From an optimization exercise on the open Yosys and OpenROAD flow, aimed at small area and a short achievable clock period; shortcuts taken in it are not production practice. No functional check of the RTL was part of any run shown here.

## flow/design.v (module list and top-level ports; edited modules follow where they fit)
// module DOUBLY_PIPELINE: 1092 lines
// module scale607: 196 lines
// module angtab_a: 16 lines
// module angtab_b: 16 lines
// module fa: 6 lines
// module ha: 6 lines
// module mj: 5 lines
// module xn2: 5 lines
// module or2: 5 lines
// module add16: 120 lines
// module sub16: 121 lines
// module kg: 1 lines
// module kp: 1 lines
// module kgn: 1 lines
// module kpn: 1 lines
// module kor: 1 lines
// module kao: 1 lines
// module kan: 1 lines
// module kx: 1 lines
module DOUBLY_PIPELINE(clk,xi,yi,r,ang,xf,yf);
  // ...
==> flow/flow/run.sh <==
#!/bin/bash
# Standard layout, but buffer the ports with buf_4 instead of the default delay-cell buffer.
export BUFFER_PORTS_ARGS="-buffer_cell sky130_fd_sc_hd__buf_4"
bash standard.sh > standard.log 2>&1
==> flow/standard.sh <==
#!/bin/bash
# synth_recipe.tcl (not shown) runs the flow's synth.tcl, then flattens the netlist and writes it again
# the make line also repeats each setting of config.mk as NAME=value (left out here)
make -C /OpenROAD-flow-scripts/flow DESIGN_CONFIG=/design/flow/config.mk WORK_HOME=/design/flow/orfs CLKGATE_MAP_FILE= SYNTH_SCRIPT=/design/flow/synth_recipe.tcl "${@:-finish}"
==> flow/config.mk <==
export PLATFORM = sky130hd
export DESIGN_NAME = DOUBLY_PIPELINE
export DESIGN_NICKNAME = DOUBLY_PIPELINE
export VERILOG_FILES = /design/flow/design.v
export SDC_FILE = /design/flow/constraint.sdc
export NUM_CORES = 4
export LEC_CHECK = 0
export CAP_MARGIN = 20
export CORE_MARGIN = 2
export CORE_UTILIZATION = 55
export CTS_BUF_LIST = sky130_fd_sc_hd__clkbuf_16
export CTS_CLUSTER_DIAMETER = 120
export CTS_CLUSTER_SIZE = 30
export SLEW_MARGIN = 20
export SYNTH_HIERARCHICAL = 1
export SYNTH_MINIMUM_KEEP_SIZE = 0
==> flow/constraint.sdc <==
create_clock -name core_clock -period 25.0 [get_ports {clk}]
set_input_delay 5.0000 -clock core_clock [delete_from_list [all_inputs] [get_ports {clk}]]
set_output_delay 5.0000 -clock core_clock [all_outputs]
set_load 0.01 [all_outputs]
==> impl_metrics.ini, run 1 <==
[cts]
cts_inserted_buffers = 22
sink_count = 559
insertion_delay_ps = 590

[finish]
layout.nonclk_buf_share_pct = 2.166
finish.net_count = 3416
multi_input_comb_area_um2 = 22790
design.seq.count = 559

[sta]
hold_viol = 0
timing.slew.headroom_pct = 34.21
worst_clock_skew_ps = 30.15
grt_setup_unrepaired = false

[routing]
routed_via_density = 4.961
dr_wl_met3_mm = 1.605
routed-wl-met2_mm = 32.83
num_vias = 16920
maxUsedRoutingLayer = met4
routed_wirelength_mm = 62.94

[synth]
synth.cell_area_um2 = 35030
netlist_instances = 2528
postSynth.asyncResetShare_pct = 0
synth_compound_area_share_pct = 2.811

[global_routing]
grt.overflow.total = 0
global_route.usage.met1_pct = 27.07
grt_use_met3_pct = 1.918

[die]
die_area_um2 = 65740
die-width_um = 256.4

[outcome]
run_status = no timing/DRC/antenna violations

[placed_design]
placedCellCount = 3385

[critical_path]
start_kind = flop
timing.critical_path.from = d6[4]

[worst_hold_path]
worstHoldEndpoint = d8[3]
==> module scale607, before the edit <==
module scale607(v, q);
input [15:0] v;
output [15:0] q;
wire [15:0] nv = ~v;
wire t_s1, t_c2; ha u_t_s1 (.a(v[13]), .b(nv[11]), .s(t_s1), .co(t_c2));
wire t_s3, t_c4; fa u_t_s3 (.a(v[14]), .b(nv[12]), .c(nv[10]), .s(t_s3), .co(t_c4));
wire t_s5, t_c6; ha u_t_s5 (.a(v[8]), .b(v[5]), .s(t_s5), .co(t_c6));
wire t_s7, t_c8; fa u_t_s7 (.a(nv[15]), .b(nv[13]), .c(nv[11]), .s(t_s7), .co(t_c8));
wire t_s9, t_c10; fa u_t_s9 (.a(v[9]), .b(v[6]), .c(nv[3]), .s(t_s9), .co(t_c10));
wire t_s11, t_c12; fa u_t_s11 (.a(nv[14]), .b(nv[12]), .c(v[10]), .s(t_s11), .co(t_c12));
wire t_s13, t_c14; ha u_t_s13 (.a(v[7]), .b(nv[4]), .s(t_s13), .co(t_c14));
wire t_s15, t_c16; fa u_t_s15 (.a(v[15]), .b(nv[13]), .c(v[11]), .s(t_s15), .co(t_c16));
wire t_s17, t_c18; fa u_t_s17 (.a(v[8]), .b(nv[5]), .c(nv[3]), .s(t_s17), .co(t_c18));
wire t_s19, t_c20; fa u_t_s19 (.a(nv[14]), .b(v[12]), .c(v[9]), .s(t_s19), .co(t_c20));
wire t_s21, t_c22; ha u_t_s21 (.a(nv[6]), .b(nv[4]), .s(t_s21), .co(t_c22));
wire t_s23, t_c24; fa u_t_s23 (.a(v[15]), .b(v[13]), .c(v[10]), .s(t_s23), .co(t_c24));
wire t_s25, t_c26; fa u_t_s25 (.a(v[14]), .b(v[11]), .c(nv[8]), .s(t_s25), .co(t_c26));
wire t_s27, t_c28; ha u_t_s27 (.a(nv[15]), .b(v[12]), .s(t_s27), .co(t_c28));
wire t_s29, t_c30; fa u_t_s29 (.a(v[13]), .b(nv[10]), .c(nv[8]), .s(t_s29), .co(t_c30));
wire t_s31, t_c32; fa u_t_s31 (.a(v[14]), .b(nv[11]), .c(nv[9]), .s(t_s31), .co(t_c32));
wire t_s33, t_c34; ha u_t_s33 (.a(nv[6]), .b(v[3]), .s(t_s33), .co(t_c34));
wire t_s35, t_c36; fa u_t_s35 (.a(nv[15]), .b(nv[12]), .c(nv[10]), .s(t_s35), .co(t_c36));
wire t_s37, t_c38; ha u_t_s37 (.a(nv[13]), .b(nv[11]), .s(t_s37), .co(t_c38));
wire t_s39, t_c40; ha u_t_s39 (.a(nv[14]), .b(nv[12]), .s(t_s39), .co(t_c40));
wire t_s41, t_c42; fa u_t_s41 (.a(v[11]), .b(nv[9]), .c(nv[7]), .s(t_s41), .co(t_c42));
wire t_s43, t_c44; fa u_t_s43 (.a(v[12]), .b(nv[10]), .c(nv[8]), .s(t_s43), .co(t_c44));
wire t_s45, t_c46; ha u_t_s45 (.a(v[6]), .b(v[3]), .s(t_s45), .co(t_c46));
wire t_s47, t_c48; fa u_t_s47 (.a(t_s1), .b(nv[9]), .c(v[7]), .s(t_s47), .co(t_c48));
wire t_s49, t_c50; fa u_t_s49 (.a(v[4]), .b(nv[1]), .c(nv[15]), .s(t_s49), .co(t_c50));
wire t_s51, t_c52; fa u_t_s51 (.a(t_c2), .b(t_s3), .c(t_s5), .s(t_s51), .co(t_c52));
wire t_s53, t_c54; xn2 u_t_s53 (.a(nv[2]), .b(nv[0]), .y(t_s53)); or2 u_t_c54 (.a(nv[2]), .b(nv[0]), .y(t_c54));
wire t_s55, t_c56; fa u_t_s55 (.a(t_c4), .b(t_c6), .c(t_s7), .s(t_s55), .co(t_c56));
wire t_s57, t_c58; xn2 u_t_s57 (.a(t_s9), .b(nv[1]), .y(t_s57)); or2 u_t_c58 (.a(t_s9), .b(nv[1]), .y(t_c58));
wire t_s59, t_c60; fa u_t_s59 (.a(t_c8), .b(t_c10), .c(t_s11), .s(t_s59), .co(t_c60));
wire t_s61, t_c62; xn2 u_t_s61 (.a(t_s13), .b(nv[2]), .y(t_s61)); or2 u_t_c62 (.a(t_s13), .b(nv[2]), .y(t_c62));
wire t_s63, t_c64; fa u_t_s63 (.a(t_c12), .b(t_c14), .c(t_s15), .s(t_s63), .co(t_c64));
wire t_s65, t_c66; xn2 u_t_s65 (.a(t_s17), .b(nv[0]), .y(t_s65)); or2 u_t_c66 (.a(t_s17), .b(nv[0]), .y(t_c66));
wire t_s67, t_c68; fa u_t_s67 (.a(t_c16), .b(t_c18), .c(t_s19), .s(t_s67), .co(t_c68));
wire t_s69, t_c70; xn2 u_t_s69 (.a(t_s21), .b(nv[1]), .y(t_s69)); or2 u_t_c70 (.a(t_s21), .b(nv[1]), .y(t_c70));
wire t_s71, t_c72; fa u_t_s71 (.a(t_c20), .b(t_c22), .c(t_s23), .s(t_s71), .co(t_c72));
wire t_s73, t_c74; fa u_t_s73 (.a(nv[7]), .b(nv[5]), .c(nv[2]), .s(t_s73), .co(t_c74));
wire t_s75, t_c76; fa u_t_s75 (.a(t_c24), .b(t_s25), .c(nv[6]), .s(t_s75), .co(t_c76));
wire t_s77, t_c78; xn2 u_t_s77 (.a(nv[3]), .b(v[0]), .y(t_s77)); or2 u_t_c78 (.a(nv[3]), .b(v[0]), .y(t_c78));
wire t_s79, t_c80; fa u_t_s79 (.a(t_c26), .b(t_s27), .c(nv[9]), .s(t_s79), .co(t_c80));
wire t_s81, t_c82; fa u_t_s81 (.a(nv[7]), .b(nv[4]), .c(v[1]), .s(t_s81), .co(t_c82));
wire t_s83, t_c84; fa u_t_s83 (.a(t_c28), .b(t_s29), .c(nv[5]), .s(t_s83), .co(t_c84));
wire t_s85, t_c86; xn2 u_t_s85 (.a(v[2]), .b(v[0]), .y(t_s85)); or2 u_t_c86 (.a(v[2]), .b(v[0]), .y(t_c86));
wire t_s87, t_c88; fa u_t_s87 (.a(t_c30), .b(t_s31), .c(t_s33), .s(t_s87), .co(t_c88));
wire t_s89, t_c90; xn2 u_t_s89 (.a(v[1]), .b(v[15]), .y(t_s89)); or2 u_t_c90 (.a(v[1]), .b(v[15]), .y(t_c90));
wire t_s91, t_c92; fa u_t_s91 (.a(t_c32), .b(t_c34), .c(t_s35), .s(t_s91), .co(t_c92));
wire t_s93, t_c94; fa u_t_s93 (.a(nv[7]), .b(v[4]), .c(v[2]), .s(t_s93), .co(t_c94));
wire t_s95, t_c96; fa u_t_s95 (.a(t_c36), .b(t_s37), .c(nv[8]), .s(t_s95), .co(t_c96));
wire t_s97, t_c98; xn2 u_t_s97 (.a(v[5]), .b(v[3]), .y(t_s97)); or2 u_t_c98 (.a(v[5]), .b(v[3]), .y(t_c98));
wire t_s99, t_c100; fa u_t_s99 (.a(t_c38), .b(t_s39), .c(nv[9]), .s(t_s99), .co(t_c100));
wire t_s101, t_c102; xn2 u_t_s101 (.a(v[6]), .b(v[4]), .y(t_s101)); or2 u_t_c102 (.a(v[6]), .b(v[4]), .y(t_c102));
wire t_s103, t_c104; fa u_t_s103 (.a(t_c40), .b(v[15]), .c(nv[13]), .s(t_s103), .co(t_c104));
wire t_s105, t_c106; fa u_t_s105 (.a(nv[10]), .b(v[7]), .c(v[5]), .s(t_s105), .co(t_c106));
wire t_s107, t_c108; fa u_t_s107 (.a(nv[14]), .b(nv[11]), .c(v[8]), .s(t_s107), .co(t_c108));
wire t_n109 = ~v[6];
wire t_s110, t_c111; fa u_t_s110 (.a(v[15]), .b(nv[12]), .c(v[9]), .s(t_s110), .co(t_c111));
wire t_s112, t_c113; ha u_t_s112 (.a(nv[13]), .b(v[10]), .s(t_s112), .co(t_c113));
wire t_s114, t_c115; ha u_t_s114 (.a(nv[14]), .b(v[11]), .s(t_s114), .co(t_c115));
wire t_s116, t_c117; ha u_t_s116 (.a(t_s41), .b(v[5]), .s(t_s116), .co(t_c117));
wire t_s118, t_c119; fa u_t_s118 (.a(t_c42), .b(t_s43), .c(t_s45), .s(t_s118), .co(t_c119));
wire t_s120, t_c121; fa u_t_s120 (.a(t_c44), .b(t_c46), .c(t_s47), .s(t_s120), .co(t_c121));
wire t_s122, t_c123; fa u_t_s122 (.a(t_c48), .b(t_c50), .c(t_s51), .s(t_s122), .co(t_c123));
wire t_s124, t_c125; fa u_t_s124 (.a(t_c52), .b(t_c54), .c(t_s55), .s(t_s124), .co(t_c125));
wire t_s126, t_c127; fa u_t_s126 (.a(t_c56), .b(t_c58), .c(t_s59), .s(t_s126), .co(t_c127));
wire t_s128, t_c129; fa u_t_s128 (.a(t_c60), .b(t_c62), .c(t_s63), .s(t_s128), .co(t_c129));
wire t_s130, t_c131; fa u_t_s130 (.a(t_c64), .b(t_c66), .c(t_s67), .s(t_s130), .co(t_c131));
wire t_s132, t_c133; fa u_t_s132 (.a(t_c68), .b(t_c70), .c(t_s71), .s(t_s132), .co(t_c133));
wire t_s134, t_c135; fa u_t_s134 (.a(t_c72), .b(t_c74), .c(t_s75), .s(t_s134), .co(t_c135));
wire t_s136, t_c137; fa u_t_s136 (.a(t_c76), .b(t_c78), .c(t_s79), .s(t_s136), .co(t_c137));
wire t_s138, t_c139; fa u_t_s138 (.a(t_c80), .b(t_c82), .c(t_s83), .s(t_s138), .co(t_c139));
wire t_s140, t_c141; fa u_t_s140 (.a(t_c84), .b(t_c86), .c(t_s87), .s(t_s140), .co(t_c141));
wire t_s142, t_c143; fa u_t_s142 (.a(t_c88), .b(t_c90), .c(t_s91), .s(t_s142), .co(t_c143));
wire t_s144, t_c145; fa u_t_s144 (.a(t_c92), .b(t_c94), .c(t_s95), .s(t_s144), .co(t_c145));
wire t_s146, t_c147; fa u_t_s146 (.a(t_c96), .b(t_c98), .c(t_s99), .s(t_s146), .co(t_c147));
wire t_s148, t_c149; fa u_t_s148 (.a(t_c100), .b(t_c102), .c(t_s103), .s(t_s148), .co(t_c149));
wire t_s150, t_c151; fa u_t_s150 (.a(t_c104), .b(t_c106), .c(t_s107), .s(t_s150), .co(t_c151));
wire t_s152, t_c153; fa u_t_s152 (.a(t_c108), .b(v[6]), .c(t_s110), .s(t_s152), .co(t_c153));
wire t_s154, t_c155; fa u_t_s154 (.a(t_c111), .b(t_s112), .c(v[8]), .s(t_s154), .co(t_c155));
wire t_s156, t_c157; fa u_t_s156 (.a(t_c113), .b(t_s114), .c(v[9]), .s(t_s156), .co(t_c157));
wire t_s158, t_c159; fa u_t_s158 (.a(t_c115), .b(v[15]), .c(v[12]), .s(t_s158), .co(t_c159));
wire t_s160, t_c161; ha u_t_s160 (.a(v[13]), .b(v[11]), .s(t_s160), .co(t_c161));
wire t_s162, t_c163; ha u_t_s162 (.a(v[14]), .b(v[12]), .s(t_s162), .co(t_c163));
wire t_s164, t_c165; ha u_t_s164 (.a(t_s116), .b(v[2]), .s(t_s164), .co(t_c165));
wire t_s166, t_c167; fa u_t_s166 (.a(t_c117), .b(t_s118), .c(nv[0]), .s(t_s166), .co(t_c167));
wire t_s168, t_c169; fa u_t_s168 (.a(t_c119), .b(t_s120), .c(t_s49), .s(t_s168), .co(t_c169));
wire t_s170, t_c171; fa u_t_s170 (.a(t_c121), .b(t_s122), .c(t_s53), .s(t_s170), .co(t_c171));
wire t_s172, t_c173; fa u_t_s172 (.a(t_c123), .b(t_s124), .c(t_s57), .s(t_s172), .co(t_c173));
wire t_s174, t_c175; fa u_t_s174 (.a(t_c125), .b(t_s126), .c(t_s61), .s(t_s174), .co(t_c175));
wire t_s176, t_c177; fa u_t_s176 (.a(t_c127), .b(t_s128), .c(t_s65), .s(t_s176), .co(t_c177));
wire t_s178, t_c179; fa u_t_s178 (.a(t_c129), .b(t_s130), .c(t_s69), .s(t_s178), .co(t_c179));
wire t_s180, t_c181; fa u_t_s180 (.a(t_c131), .b(t_s132), .c(t_s73), .s(t_s180), .co(t_c181));
wire t_s182, t_c183; fa u_t_s182 (.a(t_c133), .b(t_s134), .c(t_s77), .s(t_s182), .co(t_c183));
wire t_s184, t_c185; fa u_t_s184 (.a(t_c135), .b(t_s136), .c(t_s81), .s(t_s184), .co(t_c185));
wire t_s186, t_c187; fa u_t_s186 (.a(t_c137), .b(t_s138), .c(t_s85), .s(t_s186), .co(t_c187));
wire t_s188, t_c189; fa u_t_s188 (.a(t_c139), .b(t_s140), .c(t_s89), .s(t_s188), .co(t_c189));
wire t_s190, t_c191; fa u_t_s190 (.a(t_c141), .b(t_s142), .c(t_s93), .s(t_s190), .co(t_c191));
wire t_s192, t_c193; fa u_t_s192 (.a(t_c143), .b(t_s144), .c(t_s97), .s(t_s192), .co(t_c193));
wire t_s194, t_c195; fa u_t_s194 (.a(t_c145), .b(t_s146), .c(t_s101), .s(t_s194), .co(t_c195));
wire t_s196, t_c197; fa u_t_s196 (.a(t_c147), .b(t_s148), .c(t_s105), .s(t_s196), .co(t_c197));
wire t_s198, t_c199; fa u_t_s198 (.a(t_c149), .b(t_s150), .c(t_n109), .s(t_s198), .co(t_c199));
wire t_s200, t_c201; fa u_t_s200 (.a(t_c151), .b(t_s152), .c(v[7]), .s(t_s200), .co(t_c201));
wire t_s202, t_c203; xn2 u_t_s202 (.a(t_c153), .b(t_s154), .y(t_s202)); or2 u_t_c203 (.a(t_c153), .b(t_s154), .y(t_c203));
wire t_s204, t_c205; xn2 u_t_s204 (.a(t_c155), .b(t_s156), .y(t_s204)); or2 u_t_c205 (.a(t_c155), .b(t_s156), .y(t_c205));
wire t_s206, t_c207; fa u_t_s206 (.a(t_c157), .b(t_s158), .c(v[10]), .s(t_s206), .co(t_c207));
wire t_s208, t_c209; xn2 u_t_s208 (.a(t_c159), .b(t_s160), .y(t_s208)); or2 u_t_c209 (.a(t_c159), .b(t_s160), .y(t_c209));
wire t_s210, t_c211; xn2 u_t_s210 (.a(t_c161), .b(t_s162), .y(t_s210)); or2 u_t_c211 (.a(t_c161), .b(t_s162), .y(t_c211));
wire t_s212, t_c213; fa u_t_s212 (.a(t_c163), .b(nv[15]), .c(v[13]), .s(t_s212), .co(t_c213));
wire t_n214 = ~v[14];
wire t_c215; mj u_t_c215 (.a(t_c165), .b(t_s166), .c(t_s164), .co(t_c215));
wire t_c216; mj u_t_c216 (.a(t_c167), .b(t_s168), .c(t_c215), .co(t_c216));
wire t_c217; mj u_t_c217 (.a(t_c169), .b(t_s170), .c(t_c216), .co(t_c217));
wire t_c218; mj u_t_c218 (.a(t_c171), .b(t_s172), .c(t_c217), .co(t_c218));
wire t_s219, t_c220; ha u_t_s219 (.a(t_c173), .b(t_s174), .s(t_s219), .co(t_c220));
wire t_s221, t_c222; fa u_t_s221 (.a(t_c175), .b(t_s176), .c(t_c220), .s(t_s221), .co(t_c222));
wire t_s223, t_c224; fa u_t_s223 (.a(t_c177), .b(t_s178), .c(t_c222), .s(t_s223), .co(t_c224));
wire t_s225, t_c226; fa u_t_s225 (.a(t_c179), .b(t_s180), .c(t_c224), .s(t_s225), .co(t_c226));
wire t_s227, t_c228; fa u_t_s227 (.a(t_c181), .b(t_s182), .c(t_c226), .s(t_s227), .co(t_c228));
wire t_n229 = t_s219 & t_s221;
wire t_n230 = t_n229 & t_s223;
wire t_n231 = t_n230 & t_s225;
wire t_n232 = t_n231 & t_s227;
wire t_n233 = t_c218 & t_n232;
wire t_n234 = t_c228 | t_n233;
wire t_s235, t_c236; ha u_t_s235 (.a(t_c183), .b(t_s184), .s(t_s235), .co(t_c236));
wire t_s237, t_c238; fa u_t_s237 (.a(t_c185), .b(t_s186), .c(t_c236), .s(t_s237), .co(t_c238));
wire t_s239, t_c240; fa u_t_s239 (.a(t_c187), .b(t_s188), .c(t_c238), .s(t_s239), .co(t_c240));
wire t_s241, t_c242; fa u_t_s241 (.a(t_c189), .b(t_s190), .c(t_c240), .s(t_s241), .co(t_c242));
wire t_s243, t_c244; fa u_t_s243 (.a(t_c191), .b(t_s192), .c(t_c242), .s(t_s243), .co(t_c244));
wire t_n245 = t_s235 & t_s237;
wire t_n246 = t_n245 & t_s239;
wire t_n247 = t_n246 & t_s241;
wire t_n248 = t_n247 & t_s243;
wire t_n249 = t_n234 & t_n245;
wire t_n250 = t_s239 ^ t_n249;
wire t_n251 = t_n234 & t_n246;
wire t_n252 = t_s241 ^ t_n251;
wire t_n253 = t_n234 & t_n247;
wire t_n254 = t_s243 ^ t_n253;
wire t_n255 = t_n234 & t_n248;
wire t_n256 = t_c244 | t_n255;
wire t_s257, t_c258; ha u_t_s257 (.a(t_c193), .b(t_s194), .s(t_s257), .co(t_c258));
wire t_s259, t_c260; fa u_t_s259 (.a(t_c195), .b(t_s196), .c(t_c258), .s(t_s259), .co(t_c260));
wire t_s261, t_c262; fa u_t_s261 (.a(t_c197), .b(t_s198), .c(t_c260), .s(t_s261), .co(t_c262));
wire t_s263, t_c264; fa u_t_s263 (.a(t_c199), .b(t_s200), .c(t_c262), .s(t_s263), .co(t_c264));
wire t_s265, t_c266; fa u_t_s265 (.a(t_c201), .b(t_s202), .c(t_c264), .s(t_s265), .co(t_c266));
wire t_n267 = t_s257 & t_s259;
wire t_n268 = t_n267 & t_s261;
wire t_n269 = t_n268 & t_s263;
wire t_n270 = t_n269 & t_s265;
wire t_n271 = t_s257 ^ t_n256;
wire t_n272 = t_n256 & t_s257;
wire t_n273 = t_s259 ^ t_n272;
wire t_n274 = t_n256 & t_n267;
wire t_n275 = t_s261 ^ t_n274;
wire t_n276 = t_n256 & t_n268;
wire t_n277 = t_s263 ^ t_n276;
wire t_n278 = t_n256 & t_n269;
wire t_n279 = t_s265 ^ t_n278;
wire t_n280 = t_n256 & t_n270;
wire t_n281 = t_c266 | t_n280;
wire t_s282, t_c283; ha u_t_s282 (.a(t_c203), .b(t_s204), .s(t_s282), .co(t_c283));
wire t_s284, t_c285; fa u_t_s284 (.a(t_c205), .b(t_s206), .c(t_c283), .s(t_s284), .co(t_c285));
wire t_s286, t_c287; fa u_t_s286 (.a(t_c207), .b(t_s208), .c(t_c285), .s(t_s286), .co(t_c287));
wire t_s288, t_c289; fa u_t_s288 (.a(t_c209), .b(t_s210), .c(t_c287), .s(t_s288), .co(t_c289));
wire t_n290 = t_s282 & t_s284;
wire t_n291 = t_n290 & t_s286;
wire t_n292 = t_n291 & t_s288;
wire t_n293 = t_s282 ^ t_n281;
wire t_n294 = t_n281 & t_s282;
wire t_n295 = t_s284 ^ t_n294;
wire t_n296 = t_n281 & t_n290;
wire t_n297 = t_s286 ^ t_n296;
wire t_n298 = t_n281 & t_n291;
wire t_n299 = t_s288 ^ t_n298;
wire t_n300 = t_n281 & t_n292;
wire t_n301 = t_c289 | t_n300;
wire t_s302, t_c303; ha u_t_s302 (.a(t_c211), .b(t_s212), .s(t_s302), .co(t_c303));
wire t_s304, t_c305; fa u_t_s304 (.a(t_c213), .b(t_n214), .c(t_c303), .s(t_s304), .co(t_c305));
wire t_s306, t_c307; fa u_t_s306 (.a(v[14]), .b(nv[15]), .c(t_c305), .s(t_s306), .co(t_c307));
wire t_n308 = ~t_c307;
wire t_n309 = t_s302 & t_s304;
wire t_n310 = t_n309 & t_s306;
wire t_n311 = t_n310 & t_n308;
wire t_n312 = t_s302 ^ t_n301;
wire t_n313 = t_n301 & t_s302;
wire t_n314 = t_s304 ^ t_n313;
wire t_n315 = t_n301 & t_n309;
wire t_n316 = t_s306 ^ t_n315;
wire t_n317 = t_n301 & t_n310;
wire t_n318 = t_n308 ^ t_n317;
assign q = {t_n318, t_n316, t_n314, t_n312, t_n299, t_n297, t_n295, t_n293, t_n279, t_n277, t_n275, t_n273, t_n271, t_n254, t_n252, t_n250};
endmodule
==> run 2: changes to the inputs <==
--- a/flow/design.v
+++ b/flow/design.v
@@ -1206,84 +1206,85 @@
 wire t_c216; mj u_t_c216 (.a(t_c167), .b(t_s168), .c(t_c215), .co(t_c216));
 wire t_c217; mj u_t_c217 (.a(t_c169), .b(t_s170), .c(t_c216), .co(t_c217));
-wire t_c218; mj u_t_c218 (.a(t_c171), .b(t_s172), .c(t_c217), .co(t_c218));
-wire t_s219, t_c220; ha u_t_s219 (.a(t_c173), .b(t_s174), .s(t_s219), .co(t_c220));
-wire t_s221, t_c222; fa u_t_s221 (.a(t_c175), .b(t_s176), .c(t_c220), .s(t_s221), .co(t_c222));
-wire t_s223, t_c224; fa u_t_s223 (.a(t_c177), .b(t_s178), .c(t_c222), .s(t_s223), .co(t_c224));
-wire t_s225, t_c226; fa u_t_s225 (.a(t_c179), .b(t_s180), .c(t_c224), .s(t_s225), .co(t_c226));
-wire t_s227, t_c228; fa u_t_s227 (.a(t_c181), .b(t_s182), .c(t_c226), .s(t_s227), .co(t_c228));
-wire t_n229 = t_s219 & t_s221;
-wire t_n230 = t_n229 & t_s223;
-wire t_n231 = t_n230 & t_s225;
-wire t_n232 = t_n231 & t_s227;
-wire t_n233 = t_c218 & t_n232;
-wire t_n234 = t_c228 | t_n233;
-wire t_s235, t_c236; ha u_t_s235 (.a(t_c183), .b(t_s184), .s(t_s235), .co(t_c236));
+wire t_s218, t_c219; ha u_t_s218 (.a(t_c171), .b(t_s172), .s(t_s218), .co(t_c219));
+wire t_s220, t_c221; fa u_t_s220 (.a(t_c173), .b(t_s174), .c(t_c219), .s(t_s220), .co(t_c221));
+wire t_s222, t_c223; fa u_t_s222 (.a(t_c175), .b(t_s176), .c(t_c221), .s(t_s222), .co(t_c223));
+wire t_s224, t_c225; fa u_t_s224 (.a(t_c177), .b(t_s178), .c(t_c223), .s(t_s224), .co(t_c225));
+wire t_n226 = t_s218 & t_s220;
+wire t_n227 = t_n226 & t_s222;
+wire t_n228 = t_n227 & t_s224;
+wire t_n229 = t_c217 & t_n228;
+wire t_n230 = t_c225 | t_n229;
+wire t_s231, t_c232; ha u_t_s231 (.a(t_c179), .b(t_s180), .s(t_s231), .co(t_c232));
+wire t_s233, t_c234; fa u_t_s233 (.a(t_c181), .b(t_s182), .c(t_c232), .s(t_s233), .co(t_c234));
+wire t_s235, t_c236; fa u_t_s235 (.a(t_c183), .b(t_s184), .c(t_c234), .s(t_s235), .co(t_c236));
 wire t_s237, t_c238; fa u_t_s237 (.a(t_c185), .b(t_s186), .c(t_c236), .s(t_s237), .co(t_c238));
-wire t_s239, t_c240; fa u_t_s239 (.a(t_c187), .b(t_s188), .c(t_c238), .s(t_s239), .co(t_c240));
-wire t_s241, t_c242; fa u_t_s241 (.a(t_c189), .b(t_s190), .c(t_c240), .s(t_s241), .co(t_c242));
-wire t_s243, t_c244; fa u_t_s243 (.a(t_c191), .b(t_s192), .c(t_c242), .s(t_s243), .co(t_c244));
-wire t_n245 = t_s235 & t_s237;
-wire t_n246 = t_n245 & t_s239;
-wire t_n247 = t_n246 & t_s241;
-wire t_n248 = t_n247 & t_s243;
-wire t_n249 = t_n234 & t_n245;
-wire t_n250 = t_s239 ^ t_n249;
-wire t_n251 = t_n234 & t_n246;
-wire t_n252 = t_s241 ^ t_n251;
-wire t_n253 = t_n234 & t_n247;
-wire t_n254 = t_s243 ^ t_n253;
-wire t_n255 = t_n234 & t_n248;
-wire t_n256 = t_c244 | t_n255;
-wire t_s257, t_c258; ha u_t_s257 (.a(t_c193), .b(t_s194), .s(t_s257), .co(t_c258));
-wire t_s259, t_c260; fa u_t_s259 (.a(t_c195), .b(t_s196), .c(t_c258), .s(t_s259), .co(t_c260));
-wire t_s261, t_c262; fa u_t_s261 (.a(t_c197), .b(t_s198), .c(t_c260), .s(t_s261), .co(t_c262));
-wire t_s263, t_c264; fa u_t_s263 (.a(t_c199), .b(t_s200), .c(t_c262), .s(t_s263), .co(t_c264));
-wire t_s265, t_c266; fa u_t_s265 (.a(t_c201), .b(t_s202), .c(t_c264), .s(t_s265), .co(t_c266));
-wire t_n267 = t_s257 & t_s259;
-wire t_n268 = t_n267 & t_s261;
-wire t_n269 = t_n268 & t_s263;
-wire t_n270 = t_n269 & t_s265;
-wire t_n271 = t_s257 ^ t_n256;
-wire t_n272 = t_n256 & t_s257;
-wire t_n273 = t_s259 ^ t_n272;
-wire t_n274 = t_n256 & t_n267;
-wire t_n275 = t_s261 ^ t_n274;
-wire t_n276 = t_n256 & t_n268;
-wire t_n277 = t_s263 ^ t_n276;
-wire t_n278 = t_n256 & t_n269;
-wire t_n279 = t_s265 ^ t_n278;
-wire t_n280 = t_n256 & t_n270;
-wire t_n281 = t_c266 | t_n280;
-wire t_s282, t_c283; ha u_t_s282 (.a(t_c203), .b(t_s204), .s(t_s282), .co(t_c283));
-wire t_s284, t_c285; fa u_t_s284 (.a(t_c205), .b(t_s206), .c(t_c283), .s(t_s284), .co(t_c285));
-wire t_s286, t_c287; fa u_t_s286 (.a(t_c207), .b(t_s208), .c(t_c285), .s(t_s286), .co(t_c287));
-wire t_s288, t_c289; fa u_t_s288 (.a(t_c209), .b(t_s210), .c(t_c287), .s(t_s288), .co(t_c289));
-wire t_n290 = t_s282 & t_s284;
-wire t_n291 = t_n290 & t_s286;
-wire t_n292 = t_n291 & t_s288;
-wire t_n293 = t_s282 ^ t_n281;
-wire t_n294 = t_n281 & t_s282;
-wire t_n295 = t_s284 ^ t_n294;
-wire t_n296 = t_n281 & t_n290;
+wire t_n239 = t_s231 & t_s233;
+wire t_n240 = t_n239 & t_s235;
+wire t_n241 = t_n240 & t_s237;
+wire t_n242 = t_n230 & t_n241;
+wire t_n243 = t_c238 | t_n242;
+wire t_s244, t_c245; ha u_t_s244 (.a(t_c187), .b(t_s188), .s(t_s244), .co(t_c245));
+wire t_s246, t_c247; fa u_t_s246 (.a(t_c189), .b(t_s190), .c(t_c245), .s(t_s246), .co(t_c247));
+wire t_s248, t_c249; fa u_t_s248 (.a(t_c191), .b(t_s192), .c(t_c247), .s(t_s248), .co(t_c249));
+wire t_s250, t_c251; fa u_t_s250 (.a(t_c193), .b(t_s194), .c(t_c249), .s(t_s250), .co(t_c251));
+wire t_n252 = t_s244 & t_s246;
+wire t_n253 = t_n252 & t_s248;
+wire t_n254 = t_n253 & t_s250;
+wire t_n255 = t_s244 ^ t_n243;
+wire t_n256 = t_n243 & t_s244;
+wire t_n257 = t_s246 ^ t_n256;
+wire t_n258 = t_n243 & t_n252;
+wire t_n259 = t_s248 ^ t_n258;
+wire t_n260 = t_n243 & t_n253;
+wire t_n261 = t_s250 ^ t_n260;
+wire t_n262 = t_n243 & t_n254;
+wire t_n263 = t_c251 | t_n262;
+wire t_s264, t_c265; ha u_t_s264 (.a(t_c195), .b(t_s196), .s(t_s264), .co(t_c265));
+wire t_s266, t_c267; fa u_t_s266 (.a(t_c197), .b(t_s198), .c(t_c265), .s(t_s266), .co(t_c267));
+wire t_s268, t_c269; fa u_t_s268 (.a(t_c199), .b(t_s200), .c(t_c267), .s(t_s268), .co(t_c269));
+wire t_s270, t_c271; fa u_t_s270 (.a(t_c201), .b(t_s202), .c(t_c269), .s(t_s270), .co(t_c271));
+wire t_n272 = t_s264 & t_s266;
+wire t_n273 = t_n272 & t_s268;
+wire t_n274 = t_n273 & t_s270;
+wire t_n275 = t_s264 ^ t_n263;
+wire t_n276 = t_n263 & t_s264;
+wire t_n277 = t_s266 ^ t_n276;
+wire t_n278 = t_n263 & t_n272;
+wire t_n279 = t_s268 ^ t_n278;
+wire t_n280 = t_n263 & t_n273;
+wire t_n281 = t_s270 ^ t_n280;
+wire t_n282 = t_n263 & t_n274;
+wire t_n283 = t_c271 | t_n282;
+wire t_s284, t_c285; ha u_t_s284 (.a(t_c203), .b(t_s204), .s(t_s284), .co(t_c285));
+wire t_s286, t_c287; fa u_t_s286 (.a(t_c205), .b(t_s206), .c(t_c285), .s(t_s286), .co(t_c287));
+wire t_s288, t_c289; fa u_t_s288 (.a(t_c207), .b(t_s208), .c(t_c287), .s(t_s288), .co(t_c289));
+wire t_s290, t_c291; fa u_t_s290 (.a(t_c209), .b(t_s210), .c(t_c289), .s(t_s290), .co(t_c291));
+wire t_n292 = t_s284 & t_s286;
+wire t_n293 = t_n292 & t_s288;
+wire t_n294 = t_n293 & t_s290;
+wire t_n295 = t_s284 ^ t_n283;
+wire t_n296 = t_n283 & t_s284;
 wire t_n297 = t_s286 ^ t_n296;
-wire t_n298 = t_n281 & t_n291;
+wire t_n298 = t_n283 & t_n292;
 wire t_n299 = t_s288 ^ t_n298;
-wire t_n300 = t_n281 & t_n292;
-wire t_n301 = t_c289 | t_n300;
-wire t_s302, t_c303; ha u_t_s302 (.a(t_c211), .b(t_s212), .s(t_s302), .co(t_c303));
-wire t_s304, t_c305; fa u_t_s304 (.a(t_c213), .b(t_n214), .c(t_c303), .s(t_s304), .co(t_c305));
-wire t_s306, t_c307; fa u_t_s306 (.a(v[14]), .b(nv[15]), .c(t_c305), .s(t_s306), .co(t_c307));
-wire t_n308 = ~t_c307;
-wire t_n309 = t_s302 & t_s304;
-wire t_n310 = t_n309 & t_s306;
-wire t_n311 = t_n310 & t_n308;
-wire t_n312 = t_s302 ^ t_n301;
-wire t_n313 = t_n301 & t_s302;
-wire t_n314 = t_s304 ^ t_n313;
-wire t_n315 = t_n301 & t_n309;
+wire t_n300 = t_n283 & t_n293;
+wire t_n301 = t_s290 ^ t_n300;
+wire t_n302 = t_n283 & t_n294;
+wire t_n303 = t_c291 | t_n302;
+wire t_s304, t_c305; ha u_t_s304 (.a(t_c211), .b(t_s212), .s(t_s304), .co(t_c305));
+wire t_s306, t_c307; fa u_t_s306 (.a(t_c213), .b(t_n214), .c(t_c305), .s(t_s306), .co(t_c307));
+wire t_s308, t_c309; fa u_t_s308 (.a(v[14]), .b(nv[15]), .c(t_c307), .s(t_s308), .co(t_c309));
+wire t_n310 = ~t_c309;
+wire t_n311 = t_s304 & t_s306;
+wire t_n312 = t_n311 & t_s308;
+wire t_n313 = t_n312 & t_n310;
+wire t_n314 = t_s304 ^ t_n303;
+wire t_n315 = t_n303 & t_s304;
 wire t_n316 = t_s306 ^ t_n315;
-wire t_n317 = t_n301 & t_n310;
-wire t_n318 = t_n308 ^ t_n317;
-assign q = {t_n318, t_n316, t_n314, t_n312, t_n299, t_n297, t_n295, t_n293, t_n279, t_n277, t_n275, t_n273, t_n271, t_n254, t_n252, t_n250};
+wire t_n317 = t_n303 & t_n311;
+wire t_n318 = t_s308 ^ t_n317;
+wire t_n319 = t_n303 & t_n312;
+wire t_n320 = t_n310 ^ t_n319;
+assign q = {t_n320, t_n318, t_n316, t_n314, t_n301, t_n299, t_n297, t_n295, t_n281, t_n279, t_n277, t_n275, t_n261, t_n259, t_n257, t_n255};
 endmodule
 module angtab_a(d, q);
==> flow/flow/run.sh (replaced) <==
#!/bin/bash
# The standard layout, with two changes: the ports are buffered with buf_4
# instead of the default delay-cell buffer, and after placement the flip-flops
# that drive an output port or many loads get a stronger drive (same cell type).
set -euo pipefail
export BUFFER_PORTS_ARGS="-buffer_cell sky130_fd_sc_hd__buf_4"
bash standard.sh synth floorplan place > standard_place.log 2>&1
openroad -no_init -exit flow/upsize.tcl > upsize.log 2>&1
bash standard.sh > standard.log 2>&1
==> flow/flow/upsize.tcl (new file) <==
# Give a stronger drive to flip-flops that drive an output port buffer or a
# high-fanout net, then legalize the placement again.
set res $::env(FLOW_OUT)/../orfs/results/$::env(FLOW_PLATFORM)/DOUBLY_PIPELINE/base
read_db $res/3_place.odb
read_liberty $::env(FLOW_HOME)/platforms/$::env(FLOW_PLATFORM)/lib/sky130_fd_sc_hd__tt_025C_1v80.lib
set n 0
foreach inst [get_cells *] {
  set master [get_property $inst ref_name]
  if {$master ne "sky130_fd_sc_hd__dfxtp_1"} { continue }
  set q [get_pins -of_objects $inst -filter "direction == output"]
  set net [get_nets -of_objects $q]
  set loads [get_pins -of_objects $net -filter "direction == input"]
  set nl [llength $loads]
  set to_port 0
  foreach l $loads {
    set lc [get_cells -of_objects $l]
    set onet [get_nets -of_objects [get_pins -of_objects $lc -filter "direction == output"]]
    if {[llength [get_ports -quiet -of_objects $onet]] > 0} { set to_port 1 }
  }
  if {$to_port || $nl >= 8} {
    set new [expr {$nl >= 12 ? "sky130_fd_sc_hd__dfxtp_4" : "sky130_fd_sc_hd__dfxtp_2"}]
    if {$to_port} { set new "sky130_fd_sc_hd__dfxtp_2" }
    replace_cell $inst $new
    incr n
  }
}
puts "upsized $n flip-flops"
detailed_placement
check_placement -verbose
write_db $res/3_place.odb
==> impl_metrics.ini, run 2 <==
[die]
start_util_pct = 55.45
die-width_um = 256.0
std_cell_rows = 92
ios = 97
placeableCoreArea_um2 = 62970
die_area_um2 = 65510
fp.dieH_um = 256.0

[cts]
clock_tree.buffer_depth = 3
sink_count = 559
cts_root_buffer_type = clkbuf_16
cts.repair_timing.setup_buffer_count = 0
clkTransAtPathRegs_ps = 110
insertion_delay_ps = 600
cts_repair_resize_count = 0
cts_inserted_buffers = 23
tritoncts = done
htree_levels = 1
post_cts_hold_buffer_count = 0

[synth]
synth_nets = 3366
synthMostInstantiatedCell = fa_1
synth.cell_area_um2 = 34910
synth_top_area_share_pct = 37.61
average_instance_area_after_synthesis_um2 = 13.93
ys_seq_area_share_pct = 32.05
synth.ff_latch_count = 559
number_of_enable_type_register_cells_in_the_synthesized_netlist = 0
synthDominantAreaCellType = fa_1
postSynth.asyncResetShare_pct = 0
yosys-top-cells-count = fa_1, dfxtp_1, xor2_1
netlist_instances = 2507
postSynth.topFlopCell = dfxtp_1
yosysUniqueCellTypes = 35
synth.area.top_cells = fa_1, dfxtp_1, xor2_1
ys_warn_count = 9

[global_routing]
grt_pass1_wl_mm = 105.3
grt_pass1_vias = 19390
grt_antenna_before_repair = 0
grt.overflow.total = 0
grt_util_all_layers_pct = 20.38
largest_net_degree_at_the_start_of_global_routing = 32

[flow_run]
drv_cap = 0

[sta]
slew_viol_final = 0
worst_clock_skew_ps = 22.17
grt_setup_unrepaired = false
timing.slew.headroom_pct = 34.13
period_share_pct = 24.66
timing.final.crit_period_ps = 6165
final.setup.tns_ps = 0
transition_time_of_the_tightest_slew_check_pin_ps = 984.7
post_route_hold_slack_ps = 331.7
clock.fmax_mhz = 162.2
final_count_of_negative_setup_slack_endpoints = 0
hold_viol = 0

[critical_path]
worst_ep_arrival_time_ps = 6670
worstPathMaxFanout = 21
critical_path.cell_chain = buf_4 > xor2_1 > fa_1 > fa_1 > fa_1 > fa_1 > fa_1 > fa_1 > fa_1 > fa_1 > fa_1 > fa_1 > fa_1 > fa_1 > ha_1 > xor2_1
critPathMostFrequentCell = fa_1
start_kind = flop
critPathKind = reg2reg
timing.critical_path.to_type = flop
max_stage_delay_ps = 460
timing.critical_path.slowest_stage_cell = fa_1
required_ps = 25500

[outcome]
run_status = no timing/DRC/antenna violations

[finish]
post_route_cells_drive_above_1_share_pct = 10.21
final_cell_mix = fa_1, dfxtp_1, xor2_1, ha_1, xnor2_1
finish.net_count = 3405
design_area_um2 = 36840
commonest_non_fill_non_tap_cell_in_the_layout = fa_1
multi_input_comb_area_um2 = 22660
n_fill_cell = 5125
syn_to_final_growth_pct = 5.526
area.sequential_um2 = 11320
number_of_antenna_diodes = 0

[placed_design]
placed_instance_area_um2 = 36040
dp_hpwl_mm = 55.18
globalplace.congestion = 0.8789
placement.io_buffers = 95

[routing]
firstDrtPassIters = 5
num_vias = 16750
routed_wirelength_mm = 63.16
routed_via_density = 4.923
wl_per_cell_um = 18.56
drt.antenna.violating_nets = 0
drt_iter0_drc = 630
remaining_drc_errors = 0

[worst_hold_path]
min-delay-path-class = reg2reg
-- run 2: cell types whose count changed after synthesis, sizes merged, moves of 6 or more --
cell,change
a21oi,+9
ha,+6
inv,+6
nand4,-9
nor3,-9
nor4,-6
o21ai,-6
o21bai,-6
xnor2,-6
xor2,+9
-- run 2: layer usage --
layer / wire, um / GRT usage, % / vias to the layer above
li1: - / - / 7898
met1: 27640 / 27.03 / 8618
met2: 32870 / 36.83 / 164
met3: 1491 / 1.941 / 67
met4: 1155 / 3.655 / 0
met5: 0 / 0 / -
-- run 2: worst max-delay path, delay by kind of cell, from the launching register on --
family	cells	cell delay [ps]
buf+inv	1	290
xor+xnor	2	290
flops	1	320
fa+ha+maj	13	5120
-- run 2: cell families after synthesis --
logic type	Yosys count	share of synthesized area [%]
AOI/OAI and AO/OA	131	2.734
adders and majority gates	842	44.22
xor gates and xnor gates	525	13.17
other	1	0.01074
DFF	559	32.05
muxes	2	0.07166
and+or+nand+nor	265	4.698
buffers and inverters	182	3.042
-- run 2: worst paths after layout --
kind	cells past startpoint	slack, ps	start	endpoint
setup / recovery	16	18830	d8[6]	x7[13]
hold reg to reg	0	330	d7[3]	d8[3]
setup reg to reg	16	18830	d8[6]	x7[13]
hold / removal	0	330	d7[3]	d8[3]
-- run 2: modules after synthesis (local to each module, per instance), excerpt --
module	cell area (um^2)	times used	flip-flops and latches	cells
sub16	3.754	1	0	1
scale607	533.0	3	0	84
kpn	8.758	16	0	1
mj	11.26	16	0	1
kgn	13.76	15	0	1
add16	7.507	1	0	1
ha	12.51	117	0	1
kg	6.256	15	0	1
-- run 2: area by class of cell --
class | instances | share of cell area (%)
clock buffer | 23 | 1.562
clock inverter | 12 | 0.2547
inverter | 90 | 0.9169
multi-input combinational | 1766 | 61.51
sequential | 559 | 30.73
tap | 846 | 2.873
timing repair buffer | 106 | 2.160
-- run 2: through the flow --
| step | setup slack, ps | instances | utilization [%] |
|---|---|---|---|
| finish | 18830 | 3402 | 58.51 |
| global route | 18590 | 3402 | 58.51 |
| CTS | 18790 | 3402 | 58.51 |
| detailed placement | 18430 | 3367 | 57.25 |
| global placement | 18420 | 3367 | 57.25 |
| floorplan | 18760 | 2507 | - |

-- afterwards: timing with drivers on the ports --
No port has a modelled driver above. Below, the same layouts with a new extraction and two added sets of constraints. Step 1, drivers: a clkbuf_16 drives clk and a buf_2 each remaining input, both assumed. Step 2, shift: input delay + t, output delay - t, t = (earliest + latest rising clock arrival at the registers) / 2. This alone moves slack from input paths to output paths. a / b / c = ideal ports / drivers / drivers and shift; a / b = the first two.
run	t (ns)	setup WS [ns]	hold slack, ns	clock arrival spread, ns	pins driven straight from the clock port
run 1	0.636	18.591 / 18.591 / 18.422	0.332 / 0.332 / 0.332	0.037 / 0.038	1
run 2	0.659	18.835 / 18.805 / 18.427	0.332 / 0.332 / 0.332	0.033 / 0.033	1
After both steps setup and hold are still met in every run listed. The setup slack of run 2, which loses most, moves by -0.030 ns with the drivers and by -0.408 ns with both steps.
